Context: an optimization exercise on an open-source flow, tuned for small area. The choices shown serve that exercise and are no tape-out recipe. The RTL was checked by simulation tests, not by an equivalence proof against the original design. Power figures rest on the tool's default switching activity, not on a simulated workload.

<file path="design/flow/run.sh">
#!/bin/bash
# synth_recipe.tcl (not shown) runs the flow's synth.tcl, then flattens the netlist and writes it again
# the make line also repeats each setting of config.mk as NAME=value (left out here)
make -C /OpenROAD-flow-scripts/flow DESIGN_CONFIG=/design/flow/config.mk WORK_HOME=/design/flow/orfs CLKGATE_MAP_FILE= SYNTH_SCRIPT=/design/flow/synth_recipe.tcl finish
</file>
<file path="design/flow/config.mk">
export PLATFORM = sky130hd
export DESIGN_NAME = distance_block
export DESIGN_NICKNAME = distance_block
export VERILOG_FILES = /design/flow/design.v
export SDC_FILE = /design/flow/constraint.sdc
export NUM_CORES = 4
export LEC_CHECK = 0
export CAP_MARGIN = 20
export CORE_MARGIN = 2
export CORE_UTILIZATION = 40
export SLEW_MARGIN = 20
</file>
<file path="design/flow/constraint.sdc">
create_clock -name core_clock -period 50.0 [get_ports {clk}]
set_input_delay 10.0000 -clock core_clock [delete_from_list [all_inputs] [get_ports {clk}]]
set_output_delay 10.0000 -clock core_clock [all_outputs]
set_load 0.01 [all_outputs]
</file>
<file path="design/flow/design.v">
module distance_counter (
  input  logic clk,
  input  logic resetN,
  input  logic one_sec,
  input  logic load_en,
  input  logic count_en,
  input  logic slow_pulse,
  input  logic up_is_pressed,
  input  logic player_move, 
  input  logic restart_enable,
  input  logic enter_is_pressed,
  output logic [3:0] thousands,
  output logic [3:0] hundreds,
  output logic [3:0] tens,
  output logic [3:0] units,
  output logic dist_end
);
  int count;
  always_ff @( posedge clk or negedge resetN ) begin
    if ( !resetN ) begin
      dist_end <= 1'b0;
		count <= 10'd1000; 
	 end 
	 else begin
	 if (count <= 0) begin
         dist_end <= 1'b1;
			count <= 10'd1000;
     end 	  
	 if (restart_enable == 1'b1) begin
			dist_end <= 1'b0;
	 end
	 if (load_en == 1'b1) begin
		 count <= 10'd1000;
	 end
	 if( slow_pulse==1'b1 && up_is_pressed== 1'b1) begin
        if (count <= 0) begin
         dist_end <= 1'b1;
			count <= 10'd1000;
        end 
		  else  if (count_en == 1'b1 && player_move == 1'b1)begin
          count <= count - 1;
        end
	end
	if( slow_pulse==1'b1 && enter_is_pressed== 1'b1) begin
        if (count == 8'd0) begin
         dist_end <= 1'b1;
			count <= 10'd1000;
        end 
		  else  if (count_en == 1'b1 && player_move == 1'b1)begin
          count <= count - 10;
        end
	end
	end
    end
  assign thousands = count /1000 ;
  assign hundreds = (count /100)%10 ;
  assign tens = (count / 10) %10;
  assign units = count % 10;
endmodule
module distance_digit	(	
					input		logic	clk,
					input		logic	resetN,
					input 	logic	[10:0] offsetX, 
					input 	logic	[10:0] offsetY,
					input		logic	InsideRectangle,  
					input 	logic	[3:0] thousands,
					input 	logic	[3:0] hundreds,
					input 	logic	[3:0] tens,
					input 	logic	[3:0] units,
					output	logic	drawingRequest,  
					output	logic	[7:0]		RGBout
);
parameter  logic	[7:0] digit_color = 8'hff ;  
localparam bit [0:8191] number_bitmap  = {
{16'b	0000001111100000,
16'b	0000111111111000,
16'b	0000111111111000,
16'b	0001111111111100,
16'b	0011111001111100,
16'b	0011100000111110,
16'b	0111100000011110,
16'b	0111100000011110,
16'b	1111100000011111,
16'b	1111000000001111,
16'b	1111000000001111,
16'b	1111000000001111,
16'b	1111000000001111,
16'b	1111000000001111,
16'b	1111000000001111,
16'b	1111000000001111,
16'b	1111000000001111,
16'b	1111000000001111,
16'b	1111000000001111,
16'b	1111000000001111,
16'b	1111000000001111,
16'b	1111000000001111,
16'b	1111000000001111,
16'b	1111000000011110,
16'b	1111100000011110,
16'b	0111110000111110,
16'b	0111110000111100,
16'b	0011111001111100,
16'b	0011111111111000,
16'b	0001111111111000,
16'b	0000111111110000,
16'b	0000011111000000},
{16'b	0000000011100000,
16'b	0000000111100000,
16'b	0000011111100000,
16'b	0000111111100000,
16'b	0001111111100000,
16'b	0011111111100000,
16'b	0111111011100000,
16'b	0111100011100000,
16'b	0111000011100000,
16'b	0010000011100000,
16'b	0000000011100000,
16'b	0000000011100000,
16'b	0000000011100000,
16'b	0000000011100000,
16'b	0000000011100000,
16'b	0000000011100000,
16'b	0000000011100000,
16'b	0000000011100000,
16'b	0000000011100000,
16'b	0000000011100000,
16'b	0000000011100000,
16'b	0000000011100000,
16'b	0000000011100000,
16'b	0000000011100000,
16'b	0000000011100000,
16'b	0000000011100000,
16'b	0000000011100000,
16'b	0000000011100000,
16'b	0111111111111111,
16'b	0111111111111111,
16'b	0111111111111111,
16'b	0111111111111111},
{16'b	0000111111100000,
16'b	0001111111110000,
16'b	0111111111111000,
16'b	1111111111111000,
16'b	1111110011111100,
16'b	1111000011111100,
16'b	1110000001111110,
16'b	0000000000111110,
16'b	0000000000111110,
16'b	0000000000111110,
16'b	0000000000111100,
16'b	0000000001111100,
16'b	0000000001111100,
16'b	0000000001111000,
16'b	0000000011111000,
16'b	0000000011111000,
16'b	0000000011111000,
16'b	0000000011110000,
16'b	0000000011100000,
16'b	0000000111000000,
16'b	0000001111000000,
16'b	0000011110000000,
16'b	0000111100000000,
16'b	0001111100000000,
16'b	0001111100000000,
16'b	0011111000000000,
16'b	0111110000000001,
16'b	1111100000000011,
16'b	1111111111111111,
16'b	1111111111111111,
16'b	1111111111111111,
16'b	1111111111111111},
{16'b	0000111111100000,
16'b	0001111111111000,
16'b	0111111111111000,
16'b	1111111111111000,
16'b	1111110011111100,
16'b	1111000001111100,
16'b	1110000001111100,
16'b	0000000000111110,
16'b	0000000000111100,
16'b	0000000000111100,
16'b	0000000000111100,
16'b	0000000001111100,
16'b	0000000011111000,
16'b	0000000011111000,
16'b	0001111111110000,
16'b	0001111111000000,
16'b	0001111111111000,
16'b	0001111111111000,
16'b	0000000011111100,
16'b	0000000001111110,
16'b	0000000000111111,
16'b	0000000000011111,
16'b	0000000000011111,
16'b	0000000000011111,
16'b	0000000000011111,
16'b	0000000000111111,
16'b	1110000001111110,
16'b	1111100011111110,
16'b	1111111111111100,
16'b	1111111111111000,
16'b	0111111111111000,
16'b	0001111111000000},
{16'b	0000000011111000,
16'b	0000000011111000,
16'b	0000000011111000,
16'b	0000000011111000,
16'b	0000000111111000,
16'b	0000001111111000,
16'b	0000001101111000,
16'b	0000011101111000,
16'b	0000011101111000,
16'b	0000111101111000,
16'b	0001111101111000,
16'b	0001111101111000,
16'b	0001111001111000,
16'b	0011111001111000,
16'b	0011110001111000,
16'b	0111100001111000,
16'b	0111100001111000,
16'b	1111000001111000,
16'b	1110000001111000,
16'b	1110000001111000,
16'b	1110000001111000,
16'b	1111111111111111,
16'b	1111111111111111,
16'b	1111111111111111,
16'b	0000000001111000,
16'b	0000000001111000,
16'b	0000000001111000,
16'b	0000000001111000,
16'b	0000000001111000,
16'b	0000000001111000,
16'b	0000000001111000,
16'b	0000000011111100},
{16'b	0111111111111111,
16'b	0111111111111111,
16'b	0111111111111110,
16'b	0111111111111100,
16'b	0111100000000000,
16'b	0111100000000000,
16'b	0111100000000000,
16'b	0111100000000000,
16'b	0111100000000000,
16'b	0111100000000000,
16'b	0111100000000000,
16'b	0111111111100000,
16'b	0111111111111000,
16'b	0111111111111000,
16'b	0111111111111100,
16'b	0010000011111110,
16'b	0000000001111110,
16'b	0000000000111111,
16'b	0000000000011111,
16'b	0000000000011111,
16'b	0000000000001111,
16'b	0000000000001111,
16'b	0000000000001111,
16'b	0000000000011111,
16'b	0000000000011111,
16'b	1000000000111110,
16'b	1100000001111110,
16'b	1111100011111100,
16'b	1111111111111000,
16'b	1111111111111000,
16'b	1111111111110000,
16'b	0001111111000000},
{16'b	0000000111111100,
16'b	0000011111111110,
16'b	0000111111111110,
16'b	0001111111111111,
16'b	0001111100001111,
16'b	0011111100000001,
16'b	0011111000000000,
16'b	0111110000000000,
16'b	0111100000000000,
16'b	1111100000000000,
16'b	1111000000000000,
16'b	1111000000000000,
16'b	1111000000000000,
16'b	1111001111111000,
16'b	1111111111111100,
16'b	1111111111111110,
16'b	1111111111111111,
16'b	1111111101111111,
16'b	1111100000011111,
16'b	1111000000001111,
16'b	1111000000000111,
16'b	1111000000000111,
16'b	1111000000000111,
16'b	1111000000000111,
16'b	1111100000001111,
16'b	1111100000001111,
16'b	0111110000011111,
16'b	0111111101111110,
16'b	0011111111111110,
16'b	0001111111111100,
16'b	0001111111111000,
16'b	0000011111100000},
{16'b	1111111111111111,
16'b	1111111111111111,
16'b	1111111111111111,
16'b	1111111111111111,
16'b	1100000000001111,
16'b	1000000000011111,
16'b	0000000000011111,
16'b	0000000000011110,
16'b	0000000000111110,
16'b	0000000000111100,
16'b	0000000001111100,
16'b	0000000001111000,
16'b	0000000011111000,
16'b	0000000011111000,
16'b	0000000011111000,
16'b	0000000011111000,
16'b	0000000011110000,
16'b	0000000011110000,
16'b	0000000011100000,
16'b	0000000011100000,
16'b	0000000111100000,
16'b	0000000111100000,
16'b	0000001111000000,
16'b	0000001111000000,
16'b	0000011110000000,
16'b	0000011110000000,
16'b	0000111110000000,
16'b	0000111100000000,
16'b	0000111100000000,
16'b	0001111100000000,
16'b	0001111100000000,
16'b	0001111100000000},
{16'b	0000111111110000,
16'b	0001111111111000,
16'b	0011111111111100,
16'b	0111111111111110,
16'b	0111111011111110,
16'b	1111100000111111,
16'b	1111100000011111,
16'b	1111000000001111,
16'b	1111000000001111,
16'b	1111000000001111,
16'b	1111100000011110,
16'b	0111110000111110,
16'b	0111111001111100,
16'b	0011111111111000,
16'b	0001111111111000,
16'b	0000111111100000,
16'b	0000111111110000,
16'b	0001111111111000,
16'b	0011111111111100,
16'b	0111111001111110,
16'b	1111100000111111,
16'b	1111000000001111,
16'b	1110000000001111,
16'b	1110000000000111,
16'b	1110000000000111,
16'b	1111000000001111,
16'b	1111100000011111,
16'b	1111111001111111,
16'b	1111111111111110,
16'b	0111111111111110,
16'b	0011111111111000,
16'b	0001111111110000},
{16'b	0000111111100000,
16'b	0001111111111000,
16'b	0011111111111000,
16'b	0111111111111100,
16'b	1111111011111100,
16'b	1111100000111110,
16'b	1111000000011110,
16'b	1111000000011111,
16'b	1110000000001111,
16'b	1110000000001111,
16'b	1110000000001111,
16'b	1110000000001111,
16'b	1111000000001111,
16'b	1111100000011111,
16'b	1111111011111111,
16'b	1111111111111111,
16'b	0111111111111111,
16'b	0011111111111111,
16'b	0001111111001111,
16'b	0000000000001111,
16'b	0000000000001111,
16'b	0000000000001111,
16'b	0000000000011110,
16'b	0000000000011110,
16'b	0000000000111110,
16'b	0000000001111100,
16'b	1000000011111100,
16'b	1111000011111000,
16'b	1111111111111000,
16'b	1111111111110000,
16'b	1111111111100000,
16'b	0011111100000000},
{16'b	0000011111100000,
16'b	0000011111100000,
16'b	0000011111100000,
16'b	0000011111100000,
16'b	0000111111110000,
16'b	0000110000111000,
16'b	0000110000111000,
16'b	0000110000111000,
16'b	0001110000111100,
16'b	0001100000011100,
16'b	0011100000011100,
16'b	0011000000001100,
16'b	0111000000001110,
16'b	0111000000001110,
16'b	0111000000001110,
16'b	0111000000001110,
16'b	0111000000001110,
16'b	0111000000001110,
16'b	0111000000001110,
16'b	1111111111111111,
16'b	1111111111111111,
16'b	1111111111111111,
16'b	1110000000000111,
16'b	1110000000000111,
16'b	1110000000000111,
16'b	1110000000000111,
16'b	1110000000000111,
16'b	1110000000000111,
16'b	1110000000000111,
16'b	1110000000000111,
16'b	1110000000000111,
16'b	1111000000001111},
{16'b	1111111111110000,
16'b	1111111111111000,
16'b	1111111111111100,
16'b	1111111111111110,
16'b	0111000011111110,
16'b	0111000000111111,
16'b	0111000000011111,
16'b	0111000000001111,
16'b	0111000000001111,
16'b	0111000000001111,
16'b	0111000000011110,
16'b	0111000000111110,
16'b	0111000001111100,
16'b	0111111111111000,
16'b	0111111111111000,
16'b	0111111111100000,
16'b	0111111111110000,
16'b	0111111111111000,
16'b	0111111111111100,
16'b	0111000001111110,
16'b	0111000000111111,
16'b	0111000000001111,
16'b	0111000000001111,
16'b	0111000000000111,
16'b	0111000000000111,
16'b	0111000000001111,
16'b	0111000000011111,
16'b	0111000001111111,
16'b	1111111111111110,
16'b	1111111111111110,
16'b	1111111111111000,
16'b	1111111111110000},
{16'b	0000001111111000,
16'b	0000111111111100,
16'b	0000111111111110,
16'b	0001111111111111,
16'b	0011111001000011,
16'b	0011100000000001,
16'b	0111100000000000,
16'b	0111100000000000,
16'b	1111100000000000,
16'b	1111000000000000,
16'b	1111000000000000,
16'b	1111000000000000,
16'b	1111000000000000,
16'b	1111000000000000,
16'b	1111000000000000,
16'b	1111000000000000,
16'b	1111000000000000,
16'b	1111000000000000,
16'b	1111000000000000,
16'b	1111000000000000,
16'b	1111000000000000,
16'b	1111000000000000,
16'b	1111000000000000,
16'b	1111000000000000,
16'b	1111100000000000,
16'b	0111110000000000,
16'b	0111110000000001,
16'b	0011111001000011,
16'b	0011111111111111,
16'b	0001111111111110,
16'b	0000111111111100,
16'b	0000011111111000},
{16'b	1111111111100000,
16'b	1111111111111000,
16'b	1111111111111000,
16'b	1111111111111100,
16'b	0111000001111100,
16'b	0111000000111110,
16'b	0111000000011110,
16'b	0111000000011110,
16'b	0111000000011111,
16'b	0111000000001111,
16'b	0111000000001111,
16'b	0111000000001111,
16'b	0111000000001111,
16'b	0111000000001111,
16'b	0111000000001111,
16'b	0111000000001111,
16'b	0111000000001111,
16'b	0111000000001111,
16'b	0111000000001111,
16'b	0111000000001111,
16'b	0111000000001111,
16'b	0111000000001111,
16'b	0111000000001111,
16'b	0111000000011110,
16'b	0111000000011110,
16'b	0111000000111110,
16'b	0111000000111100,
16'b	0111000001111100,
16'b	1111111111111000,
16'b	1111111111111000,
16'b	1111111111110000,
16'b	1111111111000000},
{16'b	1111111111111111,
16'b	1111111111111111,
16'b	1111111111111111,
16'b	1111111111111111,
16'b	1111000000000011,
16'b	1111000000000000,
16'b	1111000000000000,
16'b	1111000000000000,
16'b	1111000000000000,
16'b	1111000000000000,
16'b	1111000000000000,
16'b	1111000000000000,
16'b	1111000000000000,
16'b	1111000000000001,
16'b	1111111111111111,
16'b	1111111111111111,
16'b	1111111111111111,
16'b	1111111111111111,
16'b	1111000000000001,
16'b	1111000000000000,
16'b	1111000000000000,
16'b	1111000000000000,
16'b	1111000000000000,
16'b	1111000000000000,
16'b	1111000000000000,
16'b	1111000000000000,
16'b	1111000000000000,
16'b	1111000001000011,
16'b	1111111111111111,
16'b	1111111111111111,
16'b	1111111111111111,
16'b	1111111111111111},
{16'b	1111111111111111,
16'b	1111111111111111,
16'b	1111111111111111,
16'b	1111111111111111,
16'b	1111000000000011,
16'b	1111000000000000,
16'b	1111000000000000,
16'b	1111000000000000,
16'b	1111000000000000,
16'b	1111000000000000,
16'b	1111000000000000,
16'b	1111000000000000,
16'b	1111000000000000,
16'b	1111000000000001,
16'b	1111111111111111,
16'b	1111111111111111,
16'b	1111111111111111,
16'b	1111111111111111,
16'b	1111000000000001,
16'b	1111000000000000,
16'b	1111000000000000,
16'b	1111000000000000,
16'b	1111000000000000,
16'b	1111000000000000,
16'b	1111000000000000,
16'b	1111000000000000,
16'b	1111000000000000,
16'b	1111000000000000,
16'b	1111000000000000,
16'b	1111000000000000,
16'b	1111000000000000,
16'b	1111000000000000}
} ; 
logic [10:0] x_hundreds, x_tens, x_units;
logic        y_inside;
assign x_hundreds = offsetX - 11'd22;
assign x_tens     = offsetX - 11'd44;
assign x_units    = offsetX - 11'd65;
assign y_inside   = (offsetY < 11'd32);
always_ff@(posedge clk or negedge resetN)
begin
	if(!resetN) begin
		drawingRequest <=	1'b0;
	end
	else begin
		drawingRequest <=	1'b0;
		if (InsideRectangle == 1'b1 )
			if (offsetX < 16)
			drawingRequest <= y_inside & number_bitmap[{thousands, offsetY[4:0], offsetX[3:0]}];
			else if ( offsetX > 21 && offsetX < 38) 
				drawingRequest <= y_inside & number_bitmap[{hundreds, offsetY[4:0], x_hundreds[3:0]}];
			else if ( offsetX > 43 && offsetX < 59)
			  drawingRequest <= y_inside & number_bitmap[{tens, offsetY[4:0], x_tens[3:0]}];
			else if ( offsetX > 64 && offsetX < 80)
			  drawingRequest <= y_inside & number_bitmap[{units, offsetY[4:0], x_units[3:0]}];
	end 
end
assign RGBout = digit_color ;  
endmodule
module distance_block (
  input  logic        clk,
  input  logic        resetN,
  input  logic [10:0] offsetX,
  input  logic [10:0] offsetY,
  input  logic        InsideRectangle,
  input  logic        load_en,
  input  logic        count_en,
  input  logic        slow_pulse,
  input  logic        up_is_pressed,
  input  logic        player_move,
  input  logic        restart_enable,
  input  logic        enter_is_pressed,
  output logic [3:0]  thousands,
  output logic [3:0]  hundreds,
  output logic [3:0]  tens,
  output logic [3:0]  units,
  output logic        dist_end,
  output logic        drawingRequest,
  output logic [7:0]  RGBout
);
  distance_counter u_counter (
    .clk              (clk),
    .resetN           (resetN),
    .one_sec          (1'b0),
    .load_en          (load_en),
    .count_en         (count_en),
    .slow_pulse       (slow_pulse),
    .up_is_pressed    (up_is_pressed),
    .player_move      (player_move),
    .restart_enable   (restart_enable),
    .enter_is_pressed (enter_is_pressed),
    .thousands        (thousands),
    .hundreds         (hundreds),
    .tens             (tens),
    .units            (units),
    .dist_end         (dist_end)
  );
  distance_digit u_digit (
    .clk             (clk),
    .resetN          (resetN),
    .offsetX         (offsetX),
    .offsetY         (offsetY),
    .InsideRectangle (InsideRectangle),
    .thousands       (thousands),
    .hundreds        (hundreds),
    .tens            (tens),
    .units           (units),
    .drawingRequest  (drawingRequest),
    .RGBout          (RGBout)
  );
endmodule
</file>
==> summary.txt <==
==> sequential cells by signal (all words and copies together) (netlist names) <==
name                    cells
u_digit.drawingRequest      1
u_counter.count            32
u_counter.dist_end          1
==> power by group <==
part | internal (mW) | total (mW) | switching [mW]
logic | 1.07 | 2.90 | 1.84
clock network | 0.0198 | 0.0320 | 0.0122
registers | 0.0305 | 0.0373 | 0.00680
total | 1.12 | 2.97 | 1.86
==> critical path: cells and delay by family (launching register included) <==
family | cells | cell delay (ns)
XOR/XNOR | 3 | 1.61
AO/OA/AOI/OAI | 53 | 19.03
multiplexers | 4 | 0.88
flip-flops | 1 | 0.36
AND/OR/NAND/NOR | 27 | 8.69
buffers and inverters | 9 | 3.02
adder cells (fa/ha/maj) | 4 | 1.29
==> how the worst min path moves through the flow <==
| stage | start | end | cells after the start |
|---|---|---|---|
| floorplan | u_counter.count[1] | u_counter.count[1] | 1 |
| global placement | u_counter.count[1] | u_counter.count[1] | 1 |
| detailed placement | u_counter.count[5] | u_counter.count[5] | 2 |
| CTS | u_counter.count[1] | u_counter.count[1] | 1 |
| global route | u_counter.count[8] | u_counter.count[8] | 2 |
| finish | u_counter.count[5] | u_counter.count[5] | 2 |
==> through the flow <==
stage                     total power [mW]  setup slack, ns
after global routing                 3.193            2.178
after CTS                            2.893            5.117
after detailed placement             2.842            5.508
final                                2.973            4.795
after floorplan                      2.019            12.97
after global placement               2.812            6.028
==> kinds of logic after synthesis <==
group / Yosys count / synth area share [%]
AOI/OAI and AO/OA: 2700 / 45.60
DFF: 34 / 2.136
and+or+nand+nor: 2512 / 29.61
adders and majority gates: 87 / 2.581
buffers and inverters: 638 / 7.182
xor gates and xnor gates: 330 / 7.354
muxes: 169 / 5.526
other: 1 / 0.009331
==> final cells by class <==
class / count / area [µm²] / share of cell area, %
clock inverters: 1 / 5.005 / 0.01213
well taps: 1298 / 1624 / 3.938
inverters: 86 / 324.1 / 0.7857
diodes: 3 / 7.507 / 0.01820
flip-flops and latches: 34 / 862.1 / 2.090
multi-input cells: 5806 / 36680 / 88.92
clock buffers: 7 / 142.6 / 0.3458
repair buffers: 198 / 1603 / 3.886
==> synthesized netlist by cell type (28+ instances only) <==
library cell / n / share of area [%]
o21a_1: 44 / 0.82
xor2_1: 114 / 2.5
nor4_1: 63 / 0.98
or3_1: 55 / 0.86
nand4_1: 72 / 1.1
a32oi_1: 29 / 0.63
nor2b_1: 35 / 0.54
o21ai_0: 566 / 7.0
mux2i_1: 96 / 2.4
o311ai_0: 28 / 0.61
nand2_1: 790 / 7.4
xnor2_1: 209 / 4.6
buf_4: 49 / 0.92
o211ai_1: 169 / 3.2
a21o_1: 49 / 0.92
or4_1: 30 / 0.56
nor2_1: 695 / 6.5
o22ai_1: 98 / 1.5
buf_1: 67 / 0.63
ha_1: 66 / 2.1
a311oi_1: 40 / 0.87
a221oi_1: 54 / 1.2
dfrtp_1: 28 / 1.7
a2111oi_0: 33 / 0.72
clkbuf_1: 340 / 3.2
o2111ai_1: 39 / 0.85
nand2b_1: 59 / 0.92
mux2_2: 29 / 0.81
or2_2: 35 / 0.54
a211oi_1: 134 / 2.5
nand3_1: 233 / 2.9
mux4_2: 36 / 2.0
and2_1: 68 / 1.1
a31oi_1: 160 / 2.5
and3_1: 55 / 0.86
a211o_1: 37 / 0.81
inv_1: 75 / 0.70
o31ai_1: 67 / 1.3
o221ai_1: 47 / 1.0
o21ai_1: 42 / 0.52
a22oi_1: 32 / 0.60
buf_2: 58 / 0.72
a21oi_1: 629 / 7.8
nor3_1: 186 / 2.3
==> routing by layer <==
layer / vias to the layer above / track usage (%) / routed length (µm)
met3: 932 / 7.996 / 22810
met2: 3824 / 49.04 / 74670
met5: - / 0 / 42
li1: 24170 / - / -
met1: 24950 / 43.57 / 71250
met4: 8 / 18.18 / 12750
==> out/qor.txt <==
YS warnings = 2
Clock-pin slew on the worst setup and hold paths = 0.06 ns
Leakage = 14.25 nW
Finished Cell Area = 41250 µm²
First-pass GRT wire length = 279300 µm
WL final = 181500 µm
Post-CTS setup buffer count = 0
Register area share after synthesis = 2.136%
DIE HEIGHT = 321.0 µm
RePlAce Congestion = 1.052
Final #Nets = 6229
HPWL after detailed placement = 127800 µm
IO Pins = 58
Post-DRT Antenna Nets = 0
Max VDD drop = 0.0001868 V
Syn avg cell area = 6.211 µm²
Placed cell count = 7421
Clk buf depth = 2
Post-Layout Cell Count = 7433
Worst Path Max Fanout = 24
Highest-delay cell along the critical path = o21ai_0
Outcome = finished clean
Setup crit end kind = primary output
Final Cycle Share = 90.41%
DRT Pass-1 Iters = 10
Final hold slack = 0.5690 ns
Initial antenna violation count = 8
Cell variety after synth = 159
CP max stage delay = 0.91 ns
Post-route DRC = 0
P&R area growth vs syn = 2.631%
Most used cell, CP = o21ai_0
Relative slew slack = 17.29%
Cts hold-fix bufs = 0
Post-synth EDFFs = 0
Minimum clock period = 45.21 ns
Die area = 103000 µm²
Crit path to = tens[1]
Register bit total from synthesis = 34
Vias per cell = 7.249
Vias = 53880
Row count = 116
Gr usage total = 33.00%
Max-cap violations = 0
Grt ovf = 0
DR iter-0 viols = 8893
Largest net degree at the start of global routing = 89
Max Freq = 22.12 MHz
Kind of start point of the critical path = flop
Endpoint of the worst register-to-register path = u_digit.drawingRequest
Dominant synthesized flop cell = dfrtp_1
Pwr/cell area = 72.09 nW/µm²
Worst reg-to-reg setup slack = 13.43 ns
Proportion of layout cells with a drive suffix above 1 = 7.616%
Final hold violations = 0
Slew Limit Fails = 0
Clk sinks = 34
Final TNS setup = 0 ns
Tightest Pin Transition = 1.236 ns
Reg2reg start = u_counter.count[0]
Final setup vio count = 0
Initial core utilization = 40.25%
Hold Path Class = reg2reg
Netlist Area Pre-Place = 40190 µm²
Worst clock skew = 0.004890 ns
Fill count = 10810
CTS buffer count = 5
PostCTS Resize Cnt = 0
Final Core Density = 41.31%
TritonCTS clock tree = built
Die width = 321.0 µm
Kind of critical path = reg2out
Commonest non-fill, non-tap cell in the layout = nand2_1
Critical path data required time = 40.00 ns
Core area = 99860 µm²
Share of synthesized registers carrying an async set or reset = 100.0%
I/O Buffers = 49
Most frequent cells in the layout = nand2_1, nor2_1, a21oi_1, o21ai_0, nand3_1
RSZ-0062 raised after global routing = false
Clk latency of the worst-skew pair = 0.28 ns
Mapped Cells = 6471
Worst Path Arrival = 35.21 ns
Wire per inst = 24.42 µm
DP Area = 41040 µm²
Vias in the first global route = 47880
Worst Reg-to-Reg Cells = 105
H-tree levels = 2
Root buf cell = clkbuf_16
CP startpoint = u_counter.count[0]

afterwards: timing with drivers on the ports:
The flow's constraints put no driver on any port. The routed layout listed below was extracted and timed again, unchanged, in two steps.
Step 1: set_driving_cell puts a clkbuf_16 on clk and a buf_2 on each other input, an assumption about the parent block.
Step 2 also shifts input and output timing later by t, the mid clock arrival at the registers, as if the neighbouring blocks saw the same clock.
Slacks: ideal / step 1 / step 2; pairs: ideal / step 1.
shift t [ns]: 0.315
setup WS [ns]: 4.795 / 4.760 / 5.074
worst setup path at the end: register to output
worst register clock-pin slew, ns: 0.06 / 0.06
worst slew at a driven data input, ns: 0.09
After both steps setup and hold are still met in this run. The setup slack of this run moves by -0.035 ns with the drivers and by +0.279 ns with both steps.
